What follows belongs to an exercise in optimizing a design on an open flow for small area and a short achievable clock period; a production flow would make more cautious choices.
In this exercise RTL edits were held to simulation tests only and were not proved equivalent to the original.
Power and IR drop assume default switching activity.

// KF6845
module KF6845 (
    input   logic           clock,
    input   logic           video_clock_enable,
    input   logic           reset,
    input   logic           CS_N,
    input   logic           RS,
    input   logic           ENABLE,
    input   logic           R_OR_W,
    input   logic   [7:0]   D_IN,
    output  logic   [7:0]   D_OUT,
    input   logic           LPSTB,
    output  logic           CURSOR,
    output  logic           HSYNC,
    output  logic           VSYNC,
    output  logic   [4:0]   RA,
    output  logic   [13:0]  MA,
    output  logic           DE
);
    logic   [7:0]   internal_data_bus;
    logic   [15:0]  write_register;
    logic           read_next;
    logic   [4:0]   address;
    logic   [13:0]  next_light_pen;
    logic           Horizontal;
    logic           Horizontal_Half;
    logic           Horizontal_End;
    logic           H_Display;
    logic           V_Display;
    logic           V_total_at;
    logic           Scanline_End_at;
    logic           CURSOR_Buffer;
    logic           HSYNC_Buffer;
    logic           VSYNC_Buffer;
    logic   [4:0]   RA_Buffer;
    logic   [13:0]  MA_Buffer;
    logic   [13:0]  cursor_address;
    logic   [13:0]  light_pen;
    KF6845_Bus_Control_Logic u_Bus_Control_Logic (
        .clock                                      (clock),
        .reset                                      (reset),
        .CS_N                                       (CS_N),
        .RS                                         (RS),
  ...
Settings: LEC_CHECK=0, ABC_AREA=1, CAP_MARGIN=10, CORE_MARGIN=2, CORE_UTILIZATION=60, PLACE_DENSITY=0.75, SETUP_SLACK_MARGIN=2.05, SLEW_MARGIN=10; clock period 4.0 ns.
standard.sh (not shown) runs the stock make flow with config.mk's settings and CLKGATE_MAP_FILE= SYNTH_SCRIPT=/design/flow/synth_recipe.tcl, a recipe that flattens the netlist after the stock synthesis.
==> flow/flow/run.sh <==
#!/bin/bash
set -euo pipefail
export BUFFER_PORTS_ARGS="-buffer_cell sky130_fd_sc_hd__buf_2"
export CTS_ARGS="-sink_clustering_enable -repair_clock_nets -sink_clustering_size 16 -sink_clustering_max_diameter 60 -buf_list sky130_fd_sc_hd__clkbuf_8 -dont_use_dummy_load"
bash standard.sh finish > flow_make.log 2>&1
The first run passed the timing, design-rule and antenna checks.
Change:
- CAP_MARGIN: 10 -> 20
- PLACE_DENSITY: 0.75 -> default
- SETUP_SLACK_MARGIN: 2.05 -> 2.0
- SLEW_MARGIN: 10 -> 20
=>
- area after synthesis does not change
- via count went down by 0.60%
- wire length went up by 1.8%
Change:
- PLACE_DENSITY: default -> 0.75
- SETUP_SLACK_MARGIN: 2.0 -> 2.1
- The changed run completed without violations
- worst setup slack gains 0.0061 ns
- utilization went up by 2.8 points
- via count came out higher by 2.8%
- worst hold slack is better by 0.013 ns
- wire length goes up by 3.6%
Change:
- SETUP_SLACK_MARGIN: 2.1 -> 2.05
Effect: Total power came out lower by 0.71%; setup slack is better by 0.050 ns; synthesized area is unchanged; clock power came out lower by about 4%; wire length came out lower by 5.2%; final area came out lower by 2.7%; non-clock buffer count came out lower by 18; hold slack is better by 0.010 ns; maximum frequency came out higher by 2.6%.

Setup of job 478:
KF6845, a different RTL version from the one above (not shown whole).
Size in the first run: roughly 1,500 cells after synthesis, ~260 flip-flops.
Design KF6845, start of the top module:
module KF6845 (
    input   logic           clock,
    input   logic           video_clock_enable,
    input   logic           reset,
    input   logic           CS_N,
    input   logic           RS,
    input   logic           ENABLE,
    input   logic           R_OR_W,
    input   logic   [7:0]   D_IN,
    output  logic   [7:0]   D_OUT,
    input   logic           LPSTB,
    output  logic           CURSOR,
    output  logic           HSYNC,
    output  logic           VSYNC,
    output  logic   [4:0]   RA,
    output  logic   [13:0]  MA,
    output  logic           DE
);
Settings: LEC_CHECK=0, ABC_AREA=1, CAP_MARGIN=20, CORE_MARGIN=2, CORE_UTILIZATION=60, PLACE_DENSITY=0.75, SETUP_SLACK_MARGIN=2.15, SLEW_MARGIN=20; clock period 4.0 ns.
==> flow/flow/run.sh <==
#!/bin/bash
set -euo pipefail
export BUFFER_PORTS_ARGS="-buffer_cell sky130_fd_sc_hd__buf_4"
export CTS_ARGS="-sink_clustering_enable -repair_clock_nets -sink_clustering_size 16 -sink_clustering_max_diameter 60 -buf_list sky130_fd_sc_hd__clkbuf_8 -dont_use_dummy_load"
bash standard.sh finish > flow_make.log 2>&1
Job 478 finished every step from synthesis to the final layout, and the layout passed the timing, design-rule and antenna checks.
Inputs modified between job 478 and job 5082:
- PLACE_DENSITY: 0.75 -> unset
- SETUP_SLACK_MARGIN: 2.15 -> 2.0
==> flow/flow/run.sh <==
#!/bin/bash
set -euo pipefail
export BUFFER_PORTS_ARGS="-buffer_cell sky130_fd_sc_hd__buf_2"
export CTS_ARGS="-sink_clustering_enable -repair_clock_nets -sink_clustering_size 12 -sink_clustering_max_diameter 50 -buf_list {sky130_fd_sc_hd__clkbuf_4 sky130_fd_sc_hd__clkbuf_8} -dont_use_dummy_load"
bash standard.sh finish > flow_make.log 2>&1
[summary]
Between job 478 and job 5082, count of plain and timing-repair buffers decreased.
Job 5082 ends up with lower placed instance area than job 478 does.
Diff job 478 and job 5082: core occupancy in the finished layout higher in job 478
Looking at post-route cell area across job 478 and job 5082, the one that comes out higher is job 478.
Cmp job 5082 vs job 478: met1 demand-to-capacity share in global routing higher in job 5082
Shortest period the worst path allows sits higher in job 5082 than in job 478.
Job 5082 against job 478: number of violations reported at the end of detailed-routing iteration 0 fell by 221; global-route usage over all layers rose by 0.24 points; transition time of the tightest slew-check pin fell by 400 ps.
Input-level comparison between job 4515 and job 5082:
- CORE_UTILIZATION: 60 -> 50
==> flow/flow/run.sh <==
#!/bin/bash
set -euo pipefail
export BUFFER_PORTS_ARGS="-buffer_cell sky130_fd_sc_hd__buf_2"
export CTS_ARGS="-sink_clustering_enable -repair_clock_nets -sink_clustering_size 16 -sink_clustering_max_diameter 60 -buf_list sky130_fd_sc_hd__clkbuf_8 -dont_use_dummy_load"
bash standard.sh finish > flow_make.log 2>&1
Results
Final area improves in job 4515 relative to job 5082.
Cmp job 5082 and job 4515 / cell depth of the worst setup path / lower: job 4515
When the final numbers for job 5082 and job 4515 were put side by side, the final cycle utilization of the critical path turned out to be smaller in job 4515.
The via count reported for job 4515 is lower than the one for job 5082.
Job 4515 reports a lower wire length than job 5082 does.
Job 4515 ended up with a lower core utilization than job 5082 did.
Between job 5082 and job 4515, fraction of power consumed by the clock network is higher for job 5082, job 4515 comes in under that.
> inputs changed (job 4515 -> job 5922)
- swapping 2.0 for 2.05 in SETUP_SLACK_MARGIN
- putting PLACE_DENSITY at 0.75 where nothing was set
- swapping 50 for 60 in CORE_UTILIZATION
==> results.txt <==
Job 5922 ends up with higher count of cells resized by post-cts repair than job 4515 does.
Start point of the critical path = u_Vertical_Control.odd_or_even: job 4515; start point of the critical path = u_Vertical_Control.adjust_zero: job 5922
Cmp job 5922 vs job 4515: normalized max-slew margin lower in job 5922
Internal power consumption: job 5922 vs job 4515 down 1.7%
Clock buffer count of job 5922 falls short of that of job 4515 by more than 10%.

KF6845, a different RTL version from the one above (not shown whole).
Size: roughly 1500 cells after synthesis, about 47 I/O pins, roughly 13000 µm² of cells after synthesis.
clock: 4.0 ns
lec_check: 0
abc_area: 1
cap_margin: 20
core_margin: 2
core_utilization: 70
setup_slack_margin: 2.0
slew_margin: 20
==> flow/flow/run.sh <==
#!/bin/bash
set -euo pipefail
export BUFFER_PORTS_ARGS="-buffer_cell sky130_fd_sc_hd__buf_4"
export CTS_ARGS="-sink_clustering_enable -repair_clock_nets -sink_clustering_size 16 -sink_clustering_max_diameter 60 -buf_list sky130_fd_sc_hd__clkbuf_8 -dont_use_dummy_load"
bash standard.sh finish > flow_make.log 2>&1
Then changed:
--- a/flow/config.mk
+++ b/flow/config.mk
@@ -10,4 +10,5 @@
 export CORE_MARGIN = 2
-export CORE_UTILIZATION = 70
-export SETUP_SLACK_MARGIN = 2.0
+export CORE_UTILIZATION = 60
+export PLACE_DENSITY = 0.75
+export SETUP_SLACK_MARGIN = 2.05
 export SLEW_MARGIN = 20
After rerunning:
- The changed run completed without violations
- global-route usage came out lower by 4.3 points
- worst hold slack gains 170 ps
- sequential cell count does not change
- routed wire length came out higher by 1.1%
- synthesized area stays the same
- first-iteration DRC count came out lower by 11%
- die area came out higher by 16%
- setup slack loses 12 ps
Then changed:
--- a/flow/config.mk
+++ b/flow/config.mk
@@ -11,4 +11,3 @@
 export CORE_UTILIZATION = 60
-export PLACE_DENSITY = 0.75
-export SETUP_SLACK_MARGIN = 2.05
+export SETUP_SLACK_MARGIN = 2.1
 export SLEW_MARGIN = 20
=>
- non-clock buffer count climbs by 29
- final cell count climbs by 1.8%
- worst setup slack gains 20 ps
- power climbs by 2.4%
- synthesized area is unchanged
- design area climbs by 2.4%
- synthesized cell count does not change
- core utilization climbs by 1.6 points
Then changed:
==> flow/run.sh (new file) <==
#!/bin/bash
# synth_recipe.tcl (not shown) runs the flow's synth.tcl, then flattens the netlist and writes it again
# the make line also repeats each setting of config.mk as NAME=value (left out here)
make -C /OpenROAD-flow-scripts/flow DESIGN_CONFIG=/design/flow/config.mk WORK_HOME=/design/flow/orfs CLKGATE_MAP_FILE= SYNTH_SCRIPT=/design/flow/synth_recipe.tcl finish
--- a/flow/config.mk
+++ b/flow/config.mk
@@ -11,3 +11,4 @@
 export CORE_UTILIZATION = 60
-export SETUP_SLACK_MARGIN = 2.1
+export CTS_BUF_LIST = sky130_fd_sc_hd__clkbuf_8
+export SETUP_SLACK_MARGIN = 2.0
 export SLEW_MARGIN = 20
removed: flow/flow/run.sh
removed: flow/standard.sh
Total power climbs by a little under a tenth.
First-iteration DRC count rose by roughly a tenth.
Final area climbs slightly.
Wire length goes down slightly.
Hold slack gets better by 130 ps.
Fmax increases slightly.
Clock power is higher by well over a third.
Non-clock buffer count went down by 38.
Sequential share of layout area drops by 0.31 points.
Worst setup slack gains 11 ps.

Another version of the RTL of KF6845 (not shown whole).
Size: ~13000 um2 of cells after synthesis.
// KF6845
module KF6845 (
    input   logic           clock,
    input   logic           video_clock_enable,
    input   logic           reset,
    input   logic           CS_N,
    input   logic           RS,
    input   logic           ENABLE,
    input   logic           R_OR_W,
    input   logic   [7:0]   D_IN,
    output  logic   [7:0]   D_OUT,
    input   logic           LPSTB,
    output  logic           CURSOR,
    output  logic           HSYNC,
    output  logic           VSYNC,
    output  logic   [4:0]   RA,
    output  logic   [13:0]  MA,
    output  logic           DE
);
export LEC_CHECK = 0
export ABC_AREA = 1
export CAP_MARGIN = 20
export CORE_MARGIN = 2
export CORE_UTILIZATION = 60
export SETUP_SLACK_MARGIN = 2.1
export SLEW_MARGIN = 20
create_clock -name core_clock -period 4.0 [get_ports {clock}]
==> flow/flow/run.sh <==
#!/bin/bash
set -euo pipefail
export BUFFER_PORTS_ARGS="-buffer_cell sky130_fd_sc_hd__buf_4"
export CTS_ARGS="-sink_clustering_enable -repair_clock_nets -sink_clustering_size 16 -sink_clustering_max_diameter 60 -buf_list sky130_fd_sc_hd__clkbuf_16 -dont_use_dummy_load"
bash standard.sh finish > flow_make.log 2>&1
The starting point completed without violations.
Then changed:
==> flow/flow/run.sh (replaced) <==
#!/bin/bash
set -euo pipefail
export BUFFER_PORTS_ARGS="-buffer_cell sky130_fd_sc_hd__buf_4"
export CTS_ARGS="-repair_clock_nets -buf_list sky130_fd_sc_hd__clkbuf_8 -dont_use_dummy_load"
bash standard.sh finish > flow_make.log 2>&1
What happened: Area after synthesis stays the same. Hold slack is worse by 0.048 ns. Count of clock-buffer cells in the layout grows by 26. Worst setup slack got worse by 0.047 ns. Via count came out higher by 2.0%. Non-clock buffer count went up by 7. Die area does not change. Power increases by about 2.5%. Synthesized cell count is unchanged.

Setup of job 101:
KF6845, a different RTL version from the one above (not shown whole).
Size: ~47 I/O pins, roughly 12000 sq um of cells after synthesis.
// KF6845
module KF6845 (
    input   logic           clock,
    input   logic           video_clock_enable,
    input   logic           reset,
    input   logic           CS_N,
    input   logic           RS,
    input   logic           ENABLE,
    input   logic           R_OR_W,
    input   logic   [7:0]   D_IN,
    output  logic   [7:0]   D_OUT,
    input   logic           LPSTB,
    output  logic           CURSOR,
    output  logic           HSYNC,
    output  logic           VSYNC,
    output  logic   [4:0]   RA,
    output  logic   [13:0]  MA,
    output  logic           DE
);
clock: 4.0 ns
lec_check: 0
cap_margin: 20
core_margin: 2
core_utilization: 60
setup_slack_margin: 1.5
slew_margin: 20
run.sh (not shown) runs the stock make flow with config.mk's settings and CLKGATE_MAP_FILE= SYNTH_SCRIPT=/design/flow/synth_recipe.tcl, a recipe that flattens the netlist after the stock synthesis.
Stock flow here: none of the scripts above is used.
Input changes introduced in job 102 (baseline for comparison: job 101):
- clearing SETUP_SLACK_MARGIN, which used to be 1.5
- swapping 60 for 70 in CORE_UTILIZATION
- putting CTS_BUF_LIST at sky130_fd_sc_hd__clkbuf_8 where nothing was set
Findings:
- Job 102 ended with every stage complete and zero timing, DRC or antenna violations.
- In job 102 the core utilization turned out 5.0 points higher than in job 101.
- Re final setup slack of the worst path: job 102 is 0.85 ns down on job 101.
- Going from job 101 to job 102, measured slew at the worst slew-check pin higher; total core area went down by about 14%; clock group share of total power lost 4.1 points; y dimension of the die fell 7.2%.
- When the final numbers for job 101 and job 102 were put side by side, the estimated wirelength of the detail-placed design turned out to be greater in job 102.
- Compared with job 101, job 102 improves clock network power consumption.
- The final wirelength of job 102 falls short of that of job 101 by about 4%.

KF6845 with an RTL version that a note above also has.
For scale: ~1500 cells after synthesis, about 260 flip-flops, ~47 I/O pins, about 0.013 mm2 of cells after synthesis.
Settings: LEC_CHECK=0, ABC_AREA=1, CAP_MARGIN=20, CORE_MARGIN=2, CORE_UTILIZATION=60, SETUP_SLACK_MARGIN=2.05, SLEW_MARGIN=20, TNS_END_PERCENT=0; clock period 4.0 ns.
standard.sh (not shown) runs the stock make flow with config.mk's settings and CLKGATE_MAP_FILE= SYNTH_SCRIPT=/design/flow/synth_recipe.tcl, a recipe that flattens the netlist after the stock synthesis.
==> flow/flow/run.sh <==
#!/bin/bash
set -euo pipefail
export BUFFER_PORTS_ARGS="-buffer_cell sky130_fd_sc_hd__buf_2"
export CTS_ARGS="-sink_clustering_enable -repair_clock_nets -sink_clustering_size 16 -sink_clustering_max_diameter 60 -buf_list sky130_fd_sc_hd__clkbuf_8 -dont_use_dummy_load"
bash standard.sh finish > flow_make.log 2>&1
==> next run, changes <==
==> flow/flow/run.sh (replaced) <==
#!/bin/bash
set -euo pipefail
export BUFFER_PORTS_ARGS="-buffer_cell sky130_fd_sc_hd__buf_4"
export CTS_ARGS="-sink_clustering_enable -repair_clock_nets -sink_clustering_size 16 -sink_clustering_max_diameter 60 -buf_list sky130_fd_sc_hd__clkbuf_8 -dont_use_dummy_load"
bash standard.sh finish > flow_make.log 2>&1
- SETUP_SLACK_MARGIN: 2.05 -> 2.0
- TNS_END_PERCENT: 0 -> default
Result: Total power hardly moves. Worst setup slack stays flat. Wire length is about the same.
==> next run, changes <==
- PLACE_DENSITY: default -> 0.75
- SETUP_SLACK_MARGIN: 2.0 -> 2.05
Effect:
- The changed run went through all stages and came out clean
- clock-buffer cell count falls by 2
- flip-flop and latch count is unchanged
- via count climbs slightly
- synthesized cell count stays the same
- total power went down slightly
- final area came out lower slightly
- sequential share of layout area climbs by 0.56 points
==> next run, changes <==
==> flow/flow/run.sh (replaced) <==
#!/bin/bash
set -euo pipefail
export BUFFER_PORTS_ARGS="-buffer_cell sky130_fd_sc_hd__buf_2"
export CTS_ARGS="-sink_clustering_enable -repair_clock_nets -sink_clustering_size 16 -sink_clustering_max_diameter 60 -buf_list sky130_fd_sc_hd__clkbuf_8 -dont_use_dummy_load"
bash standard.sh finish > flow_make.log 2>&1
- PLACE_DENSITY: 0.75 -> default
- SETUP_SLACK_MARGIN: 2.05 -> 2.0
What happened: The new run passed the timing, design-rule and antenna checks; cell area barely changes; register-to-register slack gains 20 ps; critical path depth fell by 5; worst setup slack loses 5.8 ps.

Another version of the RTL of KF6845 (not shown whole).
For scale: about 1300 cells after synthesis, ~260 flip-flops, ~47 I/O pins.
make LEC_CHECK=0 CAP_MARGIN=20 CORE_MARGIN=2 CORE_UTILIZATION=60 SETUP_SLACK_MARGIN=2.0 SLEW_MARGIN=20 finish   # period 4.0 ns
run.sh (not shown) runs the stock make flow with config.mk's settings and CLKGATE_MAP_FILE= SYNTH_SCRIPT=/design/flow/synth_recipe.tcl, a recipe that flattens the netlist after the stock synthesis.
Stock flow here: none of the scripts above is used.
Then changed:
--- a/flow/config.mk
+++ b/flow/config.mk
@@ -10,3 +10,4 @@
 export CORE_UTILIZATION = 60
-export SETUP_SLACK_MARGIN = 2.0
+export SETUP_SLACK_MARGIN = 2.2
 export SLEW_MARGIN = 20
+export TNS_END_PERCENT = 5
Result: The changed run went through all stages and came out clean. Setup slack got worse by 0.051 ns. Synthesized area is unchanged. Core utilization fell by 1.2 points. Clock skew stays flat. Design area fell by 1.7%. Via count rose by 0.86%. Power fell by 3.2%. Wire length rose by 1.1%. Sequential power hardly moves.
Then changed:
--- a/flow/config.mk
+++ b/flow/config.mk
@@ -10,4 +10,4 @@
 export CORE_UTILIZATION = 60
-export SETUP_SLACK_MARGIN = 2.2
+export CTS_BUF_LIST = sky130_fd_sc_hd__clkbuf_8
+export SETUP_SLACK_MARGIN = 2.0
 export SLEW_MARGIN = 20
-export TNS_END_PERCENT = 5
=>
- The changed run ran to the end with no violations
- core utilization went up by 0.71 points
- clock power decreases by roughly a tenth
- via count came out lower slightly
- setup slack improved by 0.094 ns
- final area is higher slightly
- combinational power went up by a few percent
- die area does not change

-- re-timing with driven ports --
No port has a modelled driver above. Below, the same layouts with a new extraction and two added sets of constraints. Step 1 assumes that a clkbuf_16 drives the clock port and a buf_2 every other input. Step 2 moves the port delays by t, midway between the first and last clock arrival at a register: inputs arrive t later, outputs are due t later. That takes back most of the time a late clock gives input paths. Slacks: ideal ports / drivers / drivers and shift; pairs: ideal ports / drivers.
run | t, ns | setup WS [ns] | clock arrival spread, ns | worst slew at a driven data input, ns
the first run of note 1 | 0.570 | 2.096 / 2.056 / 1.598 | 0.052 / 0.052 | 0.04
the second run of note 1 | 0.592 | 2.040 / 2.040 / 1.504 | 0.046 / 0.046 | 0.03
the third run of note 1 | 0.595 | 2.046 / 2.036 / 1.556 | 0.028 / 0.029 | 0.04
the fourth run of note 1 | 0.570 | 2.096 / 2.056 / 1.598 | 0.052 / 0.052 | 0.04
job 478 | 0.567 | 2.110 / 2.073 / 1.712 | 0.062 / 0.063 | 0.05
job 5082 | 0.559 | 2.039 / 2.039 / 1.560 | 0.062 / 0.063 | 0.03
job 4515 | 0.592 | 2.050 / 2.043 / 1.562 | 0.064 / 0.065 | 0.06
job 5922 | 0.574 | 2.062 / 2.059 / 1.560 | 0.050 / 0.050 | 0.03
the first run of note 3 | 0.577 | 1.996 / 1.995 / 1.602 | 0.036 / 0.036 | 0.04
the second run of note 3 | 0.590 | 1.984 / 1.937 / 1.624 | 0.079 / 0.079 | 0.03
the third run of note 3 | 0.586 | 2.004 / 1.966 / 1.650 | 0.059 / 0.059 | 0.04
the fourth run of note 3 | 0.575 | 2.015 / 1.986 / 1.461 | 0.025 / 0.025 | 0.03
the first run of note 4 | 0.553 | 2.110 / 2.078 / 1.622 | 0.043 / 0.043 | 0.04
the second run of note 4 | 0.617 | 2.062 / 2.015 / 1.620 | 0.053 / 0.053 | 0.04
job 101 | 0.571 | 1.221 / 1.174 / 1.001 | 0.014 / 0.014 | 0.05
job 102 | 0.575 | 0.374 / 0.335 / 0.458 | 0.025 / 0.025 | 0.04
the first run of note 6 | 0.598 | 2.060 / 2.017 / 1.521 | 0.084 / 0.084 | 0.03
the second run of note 6 | 0.584 | 2.059 / 2.015 / 1.576 | 0.036 / 0.036 | 0.03
the third run of note 6 | 0.569 | 2.069 / 2.050 / 1.552 | 0.031 / 0.031 | 0.04
the fourth run of note 6 | 0.599 | 2.063 / 2.019 / 1.559 | 0.086 / 0.086 | 0.03
the first run of note 7 | 0.587 | 1.907 / 1.907 / 1.507 | 0.021 / 0.021 | 0.04
the second run of note 7 | 0.597 | 1.856 / 1.856 / 1.387 | 0.019 / 0.019 | 0.04
the third run of note 7 | 0.591 | 1.950 / 1.950 / 1.556 | 0.017 / 0.017 | 0.04
After both steps every run listed still meets setup and hold. For the fourth run of note 3, which loses most, drivers alone change the setup slack by -0.029 ns; drivers and shift together by -0.554 ns.
